Context: an optimization exercise on an open-source flow, tuned for small area. The choices shown serve that exercise and are no tape-out recipe.
Function was checked by simulation only, so behaviour that the tests miss may differ from the original.

## tx_dds
module tx_dds (
  input           clk,
  input           dac_dds_format,
  input           dac_data_sync,
  input           dac_valid,
  input   [15:0]  tone_1_scale,
  input   [15:0]  tone_2_scale,
  input   [15:0]  tone_1_init_offset,
  input   [15:0]  tone_2_init_offset,
  input   [15:0]  tone_1_freq_word,
  input   [15:0]  tone_2_freq_word,
  output  [11:0]  dac_dds_data
);
  reg         sync_m;
  reg         sync_pulse;
  reg  [15:0] incr_0;
  reg  [15:0] incr_1;
  reg  [15:0] phase_0;
  reg  [15:0] phase_1;
  always @(posedge clk) begin
    sync_m <= dac_data_sync;
    sync_pulse <= sync_m & ~dac_data_sync;
    incr_0 <= tone_1_freq_word;
    incr_1 <= tone_2_freq_word;
    if (dac_data_sync) begin
      phase_0 <= 16'd0;
      phase_1 <= 16'd0;
    end else if (sync_pulse) begin
      phase_0 <= tone_1_init_offset;
      phase_1 <= tone_2_init_offset;
    end else if (dac_valid) begin
      phase_0 <= phase_0 + incr_0;
      phase_1 <= phase_1 + incr_1;
    end
  end
  wire zero = dac_data_sync | sync_pulse;
  wire [13:0] sine_0;
  wire [13:0] sine_1;
  wire [15:0] scale_0;
  wire [15:0] scale_1;
  dds_tone i_tone_0 (.clk (clk), .zero (zero), .phase (phase_0[15:3]),
  ...
For scale: roughly 820 flip-flops, roughly 110 I/O pins, ~44000 sq um of cells after synthesis.
export LEC_CHECK = 0
export ABC_AREA = 1
export CAP_MARGIN = 20
export CORE_MARGIN = 2
export CORE_UTILIZATION = 40
export SLEW_MARGIN = 20
create_clock -name core_clock -period 7.0 [get_ports {clk}]
standard.sh (not shown) runs the stock make flow with config.mk's settings and CLKGATE_MAP_FILE= SYNTH_SCRIPT=/design/flow/synth_recipe.tcl, a recipe that flattens the netlist after the stock synthesis.
==> flow/flow/run.sh <==
#!/bin/bash
# Layout with the standard flow (standard.sh), unchanged synthesis, with
# two placement/CTS options set through ORFS's own variables:
#  - port buffers use the smallest buffer (buf_1) instead of clkdlybuf4s50_1;
#  - clock tree with clkbuf_8 and larger sink clusters, without dummy loads.
set -euo pipefail
cd "$(dirname "$0")/.."
bash standard.sh synth > synth.log 2>&1
export BUFFER_PORTS_ARGS="-buffer_cell sky130_fd_sc_hd__buf_1"
export CTS_ARGS="-sink_clustering_enable -repair_clock_nets -dont_use_dummy_load -buf_list sky130_fd_sc_hd__clkbuf_8 -sink_clustering_size 20 -sink_clustering_max_diameter 50"
bash standard.sh > layout.log 2>&1
The first run finished with timing, DRC and antenna clean.
Then changed:
==> flow/run.sh (new file) <==
#!/bin/bash
# synth_recipe.tcl (not shown) runs the flow's synth.tcl, then flattens the netlist and writes it again
# the make line also repeats each setting of config.mk as NAME=value (left out here)
make -C /OpenROAD-flow-scripts/flow DESIGN_CONFIG=/design/flow/config.mk WORK_HOME=/design/flow/orfs CLKGATE_MAP_FILE= SYNTH_SCRIPT=/design/flow/synth_recipe.tcl finish
CTS_BUF_LIST = sky130_fd_sc_hd__clkbuf_4   (was default)
removed: flow/flow/run.sh
removed: flow/standard.sh
Result:
- design area rose by 4.7%
- synthesized area does not change

---

Setup of the baseline:
Another version of the RTL of tx_dds (not shown whole).
For scale: roughly 4100 cells after synthesis, ~780 flip-flops, about 110 I/O pins, roughly 0.043 mm2 of cells after synthesis.
==> flow/config.mk <==
export PLATFORM = sky130hd
export DESIGN_NAME = tx_dds
export DESIGN_NICKNAME = tx_dds
export VERILOG_FILES = /design/flow/design.v
export SDC_FILE = /design/flow/constraint.sdc
export NUM_CORES = 4
export LEC_CHECK = 0
export ABC_AREA = 1
export CAP_MARGIN = 20
export CORE_MARGIN = 2
export CORE_UTILIZATION = 40
export SLEW_MARGIN = 20
==> flow/constraint.sdc <==
create_clock -name core_clock -period 7.0 [get_ports {clk}]
set_input_delay 1.4000 -clock core_clock [delete_from_list [all_inputs] [get_ports {clk}]]
set_output_delay 1.4000 -clock core_clock [all_outputs]
set_load 0.01 [all_outputs]
==> flow/flow/run.sh <==
#!/bin/bash
# Layout with the standard flow (standard.sh), unchanged synthesis, with
# two placement/CTS options set through ORFS's own variables:
#  - port buffers use the smallest buffer (buf_1) instead of clkdlybuf4s50_1;
#  - clock tree with clkbuf_16 and larger sink clusters, without dummy loads.
set -euo pipefail
cd "$(dirname "$0")/.."
bash standard.sh synth > synth.log 2>&1
export BUFFER_PORTS_ARGS="-buffer_cell sky130_fd_sc_hd__buf_1"
export CTS_ARGS="-sink_clustering_enable -repair_clock_nets -dont_use_dummy_load -buf_list sky130_fd_sc_hd__clkbuf_16 -sink_clustering_size 30 -sink_clustering_max_diameter 60"
bash standard.sh > layout.log 2>&1
Changes in the candidate relative to the baseline:
==> flow/flow/run.sh <==
#!/bin/bash
# Layout with the standard flow (standard.sh), unchanged synthesis, with
# two placement/CTS options set through ORFS's own variables:
#  - port buffers use the smallest buffer (buf_1) instead of clkdlybuf4s50_1;
#  - clock tree with clkbuf_8 and larger sink clusters, without dummy loads.
set -euo pipefail
cd "$(dirname "$0")/.."
bash standard.sh synth > synth.log 2>&1
export BUFFER_PORTS_ARGS="-buffer_cell sky130_fd_sc_hd__buf_1"
export CTS_ARGS="-sink_clustering_enable -repair_clock_nets -dont_use_dummy_load -buf_list sky130_fd_sc_hd__clkbuf_8 -sink_clustering_size 20 -sink_clustering_max_diameter 50"
bash standard.sh > layout.log 2>&1
### Flow results
Between the baseline and the candidate, the flow reports design area decreasing slightly. Synthesis-to-finish area growth: the candidate < the baseline. As far as layout sequential cell count goes, the candidate and the baseline are indistinguishable; the numbers are identical.

afterwards: timing with drivers on the ports:
No port has a modelled driver above. Below, the same layouts with a new extraction and two added sets of constraints. Step 1 assumes that a clkbuf_16 drives the clock port and a buf_2 every other input. Step 2 moves the port delays by t, midway between the first and last clock arrival at a register: inputs arrive t later, outputs are due t later. That takes back most of the time a late clock gives input paths. Three values: ideal ports, drivers, drivers and shift; two values: the first two.
| run | t, ns | slack for setup (ns) | hold slack, ns | worst data-port slew with drivers (ns) |
|---|---|---|---|---|
| the first run of note 1 | 0.726 | 0.472 / 0.472 / 0.472 | 0.283 / 0.283 / 0.283 | 0.16 |
| the second run of note 1 | 1.056 | 0.457 / 0.457 / 0.271 | 0.292 / 0.292 / 0.292 | 0.18 |
| the baseline | 0.653 | 0.294 / 0.294 / 0.294 | 0.291 / 0.291 / 0.291 | 0.07 |
| the candidate | 0.714 | 0.332 / 0.332 / 0.332 | 0.274 / 0.274 / 0.274 | 0.07 |
After both steps every run listed still meets setup and hold. The setup slack of the second run of note 1, which loses most, moves by 0.000 ns with the drivers and by -0.186 ns with both steps.
